From an optimization exercise on the open Yosys and OpenROAD flow, aimed at small area, a short achievable clock period and few clock cycles per item; shortcuts taken in it are not production practice. In this exercise RTL edits were held to simulation tests only and were not proved equivalent to the original.

==> run a: inputs <==
// fe_mul51_core
module fe_mul51_core (
    input  wire         clk,
    input  wire         rst_n,
    input  wire         start,
    input  wire [319:0] a,
    input  wire [319:0] b,
    output reg          ready,
    output wire [319:0] out
);
==> flow/config.mk <==
export PLATFORM = sky130hd
export DESIGN_NAME = fe_mul51_core
export DESIGN_NICKNAME = fe_mul51_core
export VERILOG_FILES = /design/flow/design.v
export SDC_FILE = /design/flow/constraint.sdc
export NUM_CORES = 8
export LEC_CHECK = 0
export CAP_MARGIN = 20
export CORE_MARGIN = 2
export CORE_UTILIZATION = 62
export PLACE_DENSITY = 0.7
export SLEW_MARGIN = 20
export SYNTH_HIERARCHICAL = 1
export SYNTH_MINIMUM_KEEP_SIZE = 0
==> flow/constraint.sdc <==
create_clock -name core_clock -period 21.0 [get_ports {clk}]
set_input_delay 4.2000 -clock core_clock [delete_from_list [all_inputs] [get_ports {clk}]]
set_output_delay 4.2000 -clock core_clock [all_outputs]
set_load 0.01 [all_outputs]
standard.sh (not shown) runs the stock make flow with config.mk's settings and CLKGATE_MAP_FILE= SYNTH_SCRIPT=/design/flow/synth_recipe.tcl, a recipe that flattens the netlist after the stock synthesis.
==> flow/flow/run.sh <==
#!/bin/bash
# Own flow: the standard layout (standard.sh: same synthesis, same SDC and
# clock period, same steps), with three optimisation settings changed:
#  - repair_timing keeps a setup slack margin of 15.5 ns, so that it optimises
#    towards a shorter period than the constraint;
#  - the port buffers that the flow inserts on every input and output are
#    sky130_fd_sc_hd__buf_2 instead of the delay cell buffer_ports picks by default;
#  - MATCH_CELL_FOOTPRINT=0 lets the resizer change a cell's size freely.
# Tool output goes to standard.log here and to ORFS's logs under orfs/logs.
set -euo pipefail
export SETUP_SLACK_MARGIN=15.5
export BUFFER_PORTS_ARGS="-buffer_cell sky130_fd_sc_hd__buf_2"
bash standard.sh MATCH_CELL_FOOTPRINT=0 finish > standard.log 2>&1
==> run b (differences from run a) <==
==> flow/flow/run.sh (replaced) <==
#!/bin/bash
# Own flow: the standard layout (standard.sh: same synthesis, same SDC and
# clock period, same steps), with three optimisation settings changed:
#  - repair_timing keeps a setup slack margin of 15.5 ns, so that it optimises
#    towards a shorter period than the constraint;
#  - the port buffers that the flow inserts on every input and output are
#    sky130_fd_sc_hd__buf_1 instead of the delay cell buffer_ports picks by default;
#  - MATCH_CELL_FOOTPRINT=0 lets the resizer change a cell's size freely.
# Tool output goes to standard.log here and to ORFS's logs under orfs/logs.
set -euo pipefail
export SETUP_SLACK_MARGIN=15.5
export BUFFER_PORTS_ARGS="-buffer_cell sky130_fd_sc_hd__buf_1"
bash standard.sh MATCH_CELL_FOOTPRINT=0 finish > standard.log 2>&1
--- a/flow/config.mk
+++ b/flow/config.mk
@@ -7,8 +7,10 @@
 export LEC_CHECK = 0
 export CAP_MARGIN = 20
 export CORE_MARGIN = 2
-export CORE_UTILIZATION = 62
-export PLACE_DENSITY = 0.7
+export CORE_UTILIZATION = 55
+export CTS_CLUSTER_DIAMETER = 100
+export CTS_CLUSTER_SIZE = 20
+export PLACE_DENSITY = 0.65
 export SLEW_MARGIN = 20
 export SYNTH_HIERARCHICAL = 1
 export SYNTH_MINIMUM_KEEP_SIZE = 0
==> run c (differences from run a) <==
--- a/flow/config.mk
+++ b/flow/config.mk
@@ -7,8 +7,10 @@
 export LEC_CHECK = 0
 export CAP_MARGIN = 20
 export CORE_MARGIN = 2
-export CORE_UTILIZATION = 62
-export PLACE_DENSITY = 0.7
+export CORE_UTILIZATION = 55
+export CTS_CLUSTER_DIAMETER = 100
+export CTS_CLUSTER_SIZE = 20
+export PLACE_DENSITY = 0.65
 export SLEW_MARGIN = 20
 export SYNTH_HIERARCHICAL = 1
 export SYNTH_MINIMUM_KEEP_SIZE = 0
==> qor.csv <==
metric;value;unit
status;timing/DRC/antenna clean;
r2r-start;R[23];
startpoint;Q[163];
grt_pass1_wl;1520;mm
grt_usage;47.9;%
drive_above_1_share;14.6;%
met3_usage;22.8;%
setup_ws;15.15;ns
[end of results for run c]
==> qor.csv <==
metric;value;unit
r2r-start;S[254];
startpoint;Q[163];
fin_area;257000;um^2
status;timing/DRC/antenna clean;
setup_ws;15.13;ns
cts_made_buffers;110;
grt_pass1_wl;1520;mm
[end of results for run b]
==> qor.csv <==
metric;value;unit
grt_pass1_wl;1520;mm
setup_ws;15.21;ns
status;timing/DRC/antenna clean;
met3_usage;31.8;%
hold_start;Q[68];
min_to;Q[68];
drive_above_1_share;14.8;%
n_tap_cell;5175;
grt_usage;54.5;%
startpoint;Q[243];
[end of results for run a]
Testbench counts of run a, summed over its fixed seeds: cycles 9,600, ops 960.
Testbench counts of run b, summed over its fixed seeds: cycles 9,600, ops 960.
Testbench counts of run c, summed over its fixed seeds: cycles 9,600, ops 960.

==> what the ideal ports hide <==
Ports are ideal in the flow. The routed layouts listed here were re-timed in OpenROAD. Step 1 (the two cells are an assumption about what drives the block):
set clk [get_ports {clk}]
set_driving_cell -lib_cell sky130_fd_sc_hd__clkbuf_16 $clk
set_driving_cell -lib_cell sky130_fd_sc_hd__buf_2 [delete_from_list [all_inputs] $clk]
Step 2 adds t to the input delays and takes it off the output delays; t is the mean of the earliest and latest rising clock arrival at the registers after step 1. Input paths then give back, and output paths get back, about the clock's delay inside the block. Slacks: ideal / step 1 / step 2; pairs: ideal / step 1.
| run | shift t [ns] | slack for setup (ns) | worst hold slack (ns) | worst setup path after step 2 | worst data-port slew with drivers (ns) |
|---|---|---|---|---|---|
| run a | 1.132 | 15.210 / 15.079 / 14.488 | 0.539 / 0.539 / 0.539 | input to register | 0.23 |
| run b | 1.127 | 15.129 / 14.997 / 14.636 | 0.551 / 0.551 / 0.551 | input to register | 0.17 |
| run c | 1.116 | 15.147 / 15.007 / 14.512 | 0.548 / 0.548 / 0.548 | input to register | 0.16 |
After both steps every run listed still meets setup and hold. For run a, which loses most, drivers alone change the setup slack by -0.131 ns; drivers and shift together by -0.722 ns.
